Source: an optimization exercise on an open RTL-to-GDS flow (aim: small area, a short achievable clock period and few clock cycles). Production flows keep margins and buffers that such runs may drop. Function was checked by simulation only, so behaviour that the tests miss may differ from the original. Power and IR drop assume default switching activity.

==> flow/design.v (excerpt) <==
module CVP14(output [15:0] Addr, output RD, output WR, output V, output [15:0] dataOut,
             input Reset, input Clk1, input [15:0] DataIn);
Size: ~9100 cells after synthesis, roughly 3100 flip-flops, ~53 I/O pins, about 110000 um2 of cells after synthesis.
Settings: LEC_CHECK=0, CAP_MARGIN=30, CORE_MARGIN=2, CORE_UTILIZATION=40, SLEW_MARGIN=30; clock period 20.0 ns.
run.sh (not shown) runs the stock make flow with config.mk's settings and CLKGATE_MAP_FILE= SYNTH_SCRIPT=/design/flow/synth_recipe.tcl, a recipe that flattens the netlist after the stock synthesis.
The starting point ran to the end with no violations.
Testbench counts at the start, summed over its fixed seeds: cycles 88,620.
Then changed:
- CAP_MARGIN: 30 -> 50
- SLEW_MARGIN: 30 -> 50
The new run produced a clean layout.
First-iteration DRC count went down by 0.55%.
Cell area went up by 0.46%.
Die area does not change.
Worst hold slack loses 0.0062 ns.
Clock skew went up by 0.032 ns.
Critical path depth stays the same.
Non-clock buffer count went up by 34.

Another version of the RTL of CVP14 (not shown whole).
Size in the first run: about 10000 cells after synthesis, about 3100 flip-flops, ~110000 um^2 of cells after synthesis.
==> flow/design.v (excerpt) <==
module CVP14(output [15:0] Addr, output RD, output WR, output V, output [15:0] dataOut,
             input Reset, input Clk1, input [15:0] DataIn);
clock: 20.0 ns
lec_check: 0
cap_margin: 50
core_margin: 2
core_utilization: 60
cts_cluster_diameter: 120
cts_cluster_size: 24
slew_margin: 50
standard.sh (not shown) runs the stock make flow with config.mk's settings and CLKGATE_MAP_FILE= SYNTH_SCRIPT=/design/flow/synth_recipe.tcl, a recipe that flattens the netlist after the stock synthesis.
==> flow/flow/run.sh <==
#!/bin/bash
# Layout flow: the standard flow (standard.sh, all steps), except that
# - the buffers buffer_ports puts on every input and output port are
#   sky130_fd_sc_hd__buf_4 cells instead of the resizer's default choice;
# - after the resizer step of placement, outflops.tcl moves the buffer of
#   each output port that a flip-flop drives next to that flip-flop
#   (detailed placement then legalizes both), so the buffer, not the
#   flip-flop, drives the long wire to the edge of the die.
# - repair_timing (after placement, CTS and global routing) works to a setup
#   slack margin of 15 ns: at the design's 20 ns clock every path has far
#   more slack than that needs, so without the margin repair_timing leaves
#   the paths that set the period achieved as they are.
# - CTS puts buffers on the clock tree's wires every 80 um (CTS_BUF_DISTANCE).
# The make output goes to standard.log; ORFS keeps each step's log under orfs/logs.
set -e
export BUFFER_PORTS_ARGS="-buffer_cell sky130_fd_sc_hd__buf_4"
export POST_RESIZE_TCL="$PWD/flow/outflops.tcl"
export SETUP_SLACK_MARGIN=15
export CTS_BUF_DISTANCE=80
bash standard.sh > standard.log 2>&1
==> flow/flow/outflops.tcl <==
# Move the buffer of every output port that a flip-flop drives (and
# nothing else) onto that flip-flop's location; detailed placement
# legalizes them.
set block [ord::get_db_block]
set moved 0
foreach bterm [$block getBTerms] {
  if { [$bterm getIoType] != "OUTPUT" } { continue }
  set net [$bterm getNet]
  set drv {}
  foreach it [$net getITerms] { if { [$it isOutputSignal] } { lappend drv $it } }
  if { [llength $drv] != 1 } { puts "outflops: [$bterm getName] has no single driver"; continue }
  set buf [[lindex $drv 0] getInst]
  set bin {}
  foreach it [$buf getITerms] { if { [$it isInputSignal] } { lappend bin $it } }
  if { [llength $bin] != 1 } { puts "outflops: [$buf getName] is not a buffer"; continue }
  set inet [[lindex $bin 0] getNet]
  if { [llength [$inet getITerms]] != 2 || [llength [$inet getBTerms]] != 0 } {
    puts "outflops: [$bterm getName]: the buffer's input net has other loads"; continue
  }
  set ff {}
  foreach it [$inet getITerms] { if { [$it isOutputSignal] } { set ff [$it getInst] } }
  if { $ff == {} } { continue }
  set m [[$ff getMaster] getName]
  if { ![string match "*dfxtp*" $m] } { puts "outflops: [$ff getName] is $m, skipped"; continue }
  set loc [$ff getLocation]
  $buf setLocation [lindex $loc 0] [lindex $loc 1]
  incr moved
}
puts "outflops: moved $moved output buffers next to their flip-flops"
The first run produced a clean layout.
Testbench counts at the start, summed over its fixed seeds: cycles 77,450.
Edit:
==> flow/flow/run.sh (replaced) <==
#!/bin/bash
# Layout flow: the standard flow (standard.sh, all steps), except that
# - the buffers buffer_ports puts on every input and output port are
#   sky130_fd_sc_hd__buf_4 cells instead of the resizer's default choice;
# - repair_timing (after placement, CTS and global routing) works to a setup
#   slack margin of 15 ns: at the design's 20 ns clock every path has far
#   more slack than that needs, so without the margin repair_timing leaves
#   the paths that set the period achieved as they are.
# The make output goes to standard.log; ORFS keeps each step's log under orfs/logs.
set -e
export BUFFER_PORTS_ARGS="-buffer_cell sky130_fd_sc_hd__buf_4"
export SETUP_SLACK_MARGIN=15
bash standard.sh > standard.log 2>&1
removed: flow/flow/outflops.tcl
Effect:
- total power came out lower by 0.69%
- via count is about the same
- first-iteration DRC count came out higher by 6.2%
- sequential share of layout area barely changes
- final area hardly moves
- combinational power stays flat
- synthesized cell count does not change
Edit:
--- a/flow/flow/run.sh
+++ b/flow/flow/run.sh
@@ -4,2 +4,6 @@
 #   sky130_fd_sc_hd__buf_4 cells instead of the resizer's default choice;
+# - after the resizer step of placement, outflops.tcl moves the buffer of
+#   each output port that a flip-flop drives next to that flip-flop
+#   (detailed placement then legalizes both), so the buffer, not the
+#   flip-flop, drives the long wire to the edge of the die.
 # - repair_timing (after placement, CTS and global routing) works to a setup
@@ -8,2 +12,3 @@
 #   the paths that set the period achieved as they are.
+# - CTS puts buffers on the clock tree's wires every 150 um (CTS_BUF_DISTANCE).
 # The make output goes to standard.log; ORFS keeps each step's log under orfs/logs.
@@ -11,3 +16,5 @@
 export BUFFER_PORTS_ARGS="-buffer_cell sky130_fd_sc_hd__buf_4"
+export POST_RESIZE_TCL="$PWD/flow/outflops.tcl"
 export SETUP_SLACK_MARGIN=15
+export CTS_BUF_DISTANCE=150
 bash standard.sh > standard.log 2>&1
==> flow/flow/outflops.tcl (new file) <==
# Move the buffer of every output port that a flip-flop drives (and
# nothing else) onto that flip-flop's location; detailed placement
# legalizes them.
set block [ord::get_db_block]
set moved 0
foreach bterm [$block getBTerms] {
  if { [$bterm getIoType] != "OUTPUT" } { continue }
  set net [$bterm getNet]
  set drv {}
  foreach it [$net getITerms] { if { [$it isOutputSignal] } { lappend drv $it } }
  if { [llength $drv] != 1 } { puts "outflops: [$bterm getName] has no single driver"; continue }
  set buf [[lindex $drv 0] getInst]
  set bin {}
  foreach it [$buf getITerms] { if { [$it isInputSignal] } { lappend bin $it } }
  if { [llength $bin] != 1 } { puts "outflops: [$buf getName] is not a buffer"; continue }
  set inet [[lindex $bin 0] getNet]
  if { [llength [$inet getITerms]] != 2 || [llength [$inet getBTerms]] != 0 } {
    puts "outflops: [$bterm getName]: the buffer's input net has other loads"; continue
  }
  set ff {}
  foreach it [$inet getITerms] { if { [$it isOutputSignal] } { set ff [$it getInst] } }
  if { $ff == {} } { continue }
  set m [[$ff getMaster] getName]
  if { ![string match "*dfxtp*" $m] } { puts "outflops: [$ff getName] is $m, skipped"; continue }
  set loc [$ff getLocation]
  $buf setLocation [lindex $loc 0] [lindex $loc 1]
  incr moved
}
puts "outflops: moved $moved output buffers next to their flip-flops"
--- a/flow/config.mk
+++ b/flow/config.mk
@@ -7,5 +7,6 @@
 export LEC_CHECK = 0
+export ABC_AREA = 1
 export CAP_MARGIN = 50
 export CORE_MARGIN = 2
-export CORE_UTILIZATION = 60
+export CORE_UTILIZATION = 45
 export CTS_CLUSTER_DIAMETER = 120
=>
- The new run went through all stages and came out clean
- setup slack gets better by 0.11 ns
- routed wire length rises by a little under a tenth
- clock skew barely changes
- global-route usage came out lower by 6.0 points
- core utilization came out lower by 16 points
- total power increases by roughly a tenth
- fmax is higher by a few percent
- die area is higher by a quarter to a third
- clock power came out higher by a few percent
- clock-buffer cell count goes down by 8

==> port drivers added, routing unchanged <==
The results above use ideal ports. As a check the final layouts listed here were re-extracted and re-timed, cells and wires unchanged.
Step 1 sets driving cells, clkbuf_16 on the clock port and buf_2 on the other inputs (assumed; they add their load-dependent delay and slew).
Step 2 adds t to the input delays and takes it off the output delays; t is the mean of the earliest and latest rising clock arrival at the registers after step 1. Input paths then give back, and output paths get back, about the clock's delay inside the block.
Slacks: ideal / step 1 / step 2; pairs: ideal / step 1.
run	shift t [ns]	slack for setup (ns)	worst setup path after step 2
the first run of note 1	0.920	14.271 / 14.182 / 14.288	register to register
the second run of note 1	0.926	14.257 / 14.167 / 14.486	register to register
the first run of note 2	1.037	14.572 / 14.479 / 15.157	input to register
the second run of note 2	0.926	14.631 / 14.548 / 15.132	input to register
the third run of note 2	0.870	14.739 / 14.651 / 15.204	register to register
After both steps every run listed still meets setup and hold.
